This design comes from an exercise in tuning for small area and a short achievable clock period on the open sky130 flow, not from production work.
Where RTL was checked, it was by simulation tests only, not by an equivalence proof against the original.

==> trial 93: inputs <==
==> flow/design.v (excerpt) <==
module top_moduleAlu #(parameter DATA_WIDTH = 32)(
	input clk_top,
	input [2:0] opcode_top,
	input [31:0] portA_top,
	input [31:0] portB_top,
	output reg [63:0] out_top,
	output [32:0] result_sum_top,
	output [32:0] result_res_top,
	output [63:0] result_pro_top,
	output [31:0] result_and_top,
	output [31:0] result_or_top,
	output [31:0] result_nand_top,
	output [31:0] result_nor_top,
	output [31:0] result_xor_top,
	output carry_flag_sum_top,
	output zero_flag_sum_top,
	output zero_flag_res_top,
	output zero_flag_pro_top,
	output zero_flag_and_top,
	output zero_flag_or_top,
	output zero_flag_nand_top,
	output zero_flag_nor_top,
	output zero_flag_xor_top,
	output reg carry_flag_top,
	output reg zero_flag_top
);
Settings: LEC_CHECK=0, ABC_AREA=1, CAP_MARGIN=20, CORE_MARGIN=2, CORE_UTILIZATION=40, SETUP_SLACK_MARGIN=5, SLEW_MARGIN=20, SYNTH_HIERARCHICAL=1, SYNTH_MINIMUM_KEEP_SIZE=0; clock period 20.0 ns.
standard.sh (not shown) runs the stock make flow with config.mk's settings and CLKGATE_MAP_FILE= SYNTH_SCRIPT=/design/flow/synth_recipe.tcl, a recipe that flattens the netlist after the stock synthesis.
==> flow/flow/run.sh <==
#!/bin/bash
# Standard ORFS layout; the only change is the cell used to buffer the ports
# (buf_1 instead of the default choice, clkdlybuf4s50_1).
set -euo pipefail
bash standard.sh "BUFFER_PORTS_ARGS=-buffer_cell sky130_fd_sc_hd__buf_1" finish > make_finish.log 2>&1
==> build 46: changes against trial 93 <==
--- a/flow/design.v
+++ b/flow/design.v
@@ -1904,24 +1904,35 @@
 assign zero_flag_pro_top  = a_zero | b_zero;
 assign zero_flag_and_top  = ~|result_and_top;
 assign zero_flag_or_top   = a_zero & b_zero;
 assign zero_flag_nand_top = &result_and_top;
 assign zero_flag_nor_top  = &result_or_top;
 assign zero_flag_xor_top  = zero_flag_res_top;
-reg [63:0] out_d;
-reg        zero_d;
+wire sel_s = (opcode_top == 3'd0);
+wire sel_d = (opcode_top == 3'd1);
+wire sel_p = (opcode_top == 3'd2);
+wire t11 = (opcode_top == 3'd3) | (opcode_top == 3'd4);
+wire tx  = (opcode_top == 3'd4) | (opcode_top == 3'd5) | (opcode_top == 3'd7);
+wire t00 = (opcode_top == 3'd5) | (opcode_top == 3'd6);
+wire [31:0] logic_r = (hn & {32{t11}}) | (hx & {32{tx}}) | (result_nor_top & {32{t00}});
+wire ext = (result_sum_top[32] & sel_s) | (result_res_top[32] & sel_d);
+wire [63:0] out_d;
+assign out_d[31:0] = logic_r | (result_sum_top[31:0] & {32{sel_s}}) | (result_res_top[31:0] & {32{sel_d}}) | (result_pro_top[31:0] & {32{sel_p}});
+assign out_d[32] = ext | (result_pro_top[32] & sel_p);
+assign out_d[63:33] = {31{ext}} | (result_pro_top[63:33] & {31{sel_p}});
+reg zero_d;
 always @(*) begin
 	case (opcode_top)
-		3'd0: begin out_d = {{31{result_sum_top[32]}}, result_sum_top}; zero_d = zero_flag_sum_top; end
-		3'd1: begin out_d = {{31{result_res_top[32]}}, result_res_top}; zero_d = zero_flag_res_top; end
-		3'd2: begin out_d = result_pro_top;                  zero_d = zero_flag_pro_top;  end
-		3'd3: begin out_d = {32'd0, result_and_top};         zero_d = zero_flag_and_top;  end
-		3'd4: begin out_d = {32'd0, result_or_top};          zero_d = zero_flag_or_top;   end
-		3'd5: begin out_d = {32'd0, result_nand_top};        zero_d = zero_flag_nand_top; end
-		3'd6: begin out_d = {32'd0, result_nor_top};         zero_d = zero_flag_nor_top;  end
-		default: begin out_d = {32'd0, result_xor_top};      zero_d = zero_flag_xor_top;  end
+		3'd0: zero_d = zero_flag_sum_top;
+		3'd1: zero_d = zero_flag_res_top;
+		3'd2: zero_d = zero_flag_pro_top;
+		3'd3: zero_d = zero_flag_and_top;
+		3'd4: zero_d = zero_flag_or_top;
+		3'd5: zero_d = zero_flag_nand_top;
+		3'd6: zero_d = zero_flag_nor_top;
+		default: zero_d = zero_flag_xor_top;
 	endcase
 end
 always @(posedge clk_top) begin
 	out_top        <= out_d;
 	carry_flag_top <= (opcode_top == 3'd0) & carry_flag_sum_top;
 	zero_flag_top  <= zero_d;
==> flow/flow/run.sh (replaced) <==
#!/bin/bash
# Standard ORFS layout with two changes: the ports are buffered with buf_1 (instead of
# the default clkdlybuf4s50_1), and timing repair aims for 6 ns of setup slack.
set -euo pipefail
bash standard.sh "BUFFER_PORTS_ARGS=-buffer_cell sky130_fd_sc_hd__buf_1" "SETUP_SLACK_MARGIN=6" finish > make_finish.log 2>&1
Settings changed: CTS_BUF_LIST set to sky130_fd_sc_hd__clkbuf_8, SETUP_SLACK_MARGIN 5 to unset.
==> trial 34: changes against trial 93 <==
--- a/flow/design.v
+++ b/flow/design.v
@@ -1585,15 +1585,15 @@
 wire as_G145, as_P146, as_G147, as_P148, as_G149, as_P150, as_G151, as_P152, as_G153, as_P154, as_G155, as_P156, as_G157, as_P158, as_G159, as_P160;
 wire as_G161, as_P162, as_G163, as_P164, as_G165, as_P166, as_G167, as_P168, as_G169, as_P170, as_G171, as_P172, as_G173, as_P174, as_G175, as_P176;
 wire as_G177, as_P178, as_G179, as_P180, as_G181, as_P182, as_G183, as_P184, as_G185, as_P186, as_G187, as_P188, as_G189, as_P190, as_G191, as_P192;
 wire as_G193, as_P194, as_G195, as_P196, as_G197, as_P198, as_G199, as_P200, as_G201, as_P202, as_G203, as_P204, as_G205, as_P206, as_G207, as_P208;
 wire as_G209, as_P210, as_G211, as_P212, as_G213, as_P214, as_G215, as_P216, as_G217, as_P218, as_G219, as_P220, as_G221, as_P222, as_G223, as_P224;
 wire as_G225, as_P226, as_G227, as_P228;
-wire [31:0] as_p = hx;
-wire [31:0] as_g = hn;
-wire [31:0] as_gd = a & hx;
+wire [31:0] as_p = a ^ b;
+wire [31:0] as_g = a & b;
+wire [31:0] as_gd = a & ~b;
 assign as_G1 = as_g[1] | (as_p[1] & as_g[0]);
 assign as_P2 = as_p[1] & as_p[0];
 assign as_G3 = as_g[3] | (as_p[3] & as_g[2]);
 assign as_P4 = as_p[3] & as_p[2];
 assign as_G5 = as_g[5] | (as_p[5] & as_g[4]);
 assign as_P6 = as_p[5] & as_p[4];
@@ -1883,22 +1883,17 @@
 assign result_res_top[30] = ~(as_p[30] ^ as_G197);
 assign result_sum_top[31] = as_p[31] ^ as_G113;
 assign result_res_top[31] = ~(as_p[31] ^ as_G227);
 assign result_sum_top[32] = as_p[31] ^ as_G61;
 assign result_res_top[32] = ~(as_p[31] ^ as_G175);
 prod prod_dut (.A(a), .B(b), .result(result_pro_top));
-wire [31:0] hx, hn;
-genvar gi;
-generate for (gi = 0; gi < 32; gi = gi + 1) begin : hslice
-	ha_s u_ha (.a(a[gi]), .b(b[gi]), .s(hx[gi]), .c(hn[gi]));
-end endgenerate
-assign result_and_top  = hn;
-assign result_or_top   = hx | hn;
-assign result_nand_top = ~hn;
-assign result_nor_top  = ~(hx | hn);
-assign result_xor_top  = hx;
+assign result_and_top  = a & b;
+assign result_or_top   = a | b;
+assign result_nand_top = ~(a & b);
+assign result_nor_top  = ~(a | b);
+assign result_xor_top  = a ^ b;
 wire a_zero = ~|a;
 wire b_zero = ~|b;
 assign carry_flag_sum_top = a[31] & b[31];
 assign zero_flag_sum_top  = ~|result_sum_top;
 assign zero_flag_res_top  = ~|result_xor_top;
 assign zero_flag_pro_top  = a_zero | b_zero;
@@ -1924,10 +1919,6 @@
 always @(posedge clk_top) begin
 	out_top        <= out_d;
 	carry_flag_top <= (opcode_top == 3'd0) & carry_flag_sum_top;
 	zero_flag_top  <= zero_d;
 end
 endmodule
-module ha_s (input a, input b, output s, output c);
-assign s = a ^ b;
-assign c = a & b;
-endmodule
==> summary of the runs <==
In build 46 the cell area is larger than in trial 34, by 6.3%.
Hold slack: build 46 < trial 34 < trial 93.
In sequential cell count, trial 34 and trial 93 do not differ.
The highest setup slack belongs to build 46, the lowest to trial 93.
The RTL of trial 34 was laid out without a check of its function.

[separate check: timing with driven ports]
Ports are ideal in the flow. The routed layouts listed here were re-timed in OpenROAD. Step 1 (the two cells are an assumption about what drives the block):
set clk [get_ports {clk_top}]
set_driving_cell -lib_cell sky130_fd_sc_hd__clkbuf_16 $clk
set_driving_cell -lib_cell sky130_fd_sc_hd__buf_2 [delete_from_list [all_inputs] $clk]
Step 2 moves the port delays by t, midway between the first and last clock arrival at a register: inputs arrive t later, outputs are due t later. That takes back most of the time a late clock gives input paths. Slacks: ideal ports / drivers / drivers and shift; pairs: ideal ports / drivers.
run	t, ns	slack for setup (ns)	pins driven straight from the clock port
trial 93	0.443	5.247 / 5.186 / 5.186	1
build 46	0.505	5.650 / 5.625 / 5.625	1
trial 34	0.450	5.290 / 5.263 / 5.263	1
After both steps setup and hold are still met in every run listed. The setup slack of trial 93, which loses most, moves by -0.061 ns with the drivers and by -0.061 ns with both steps.
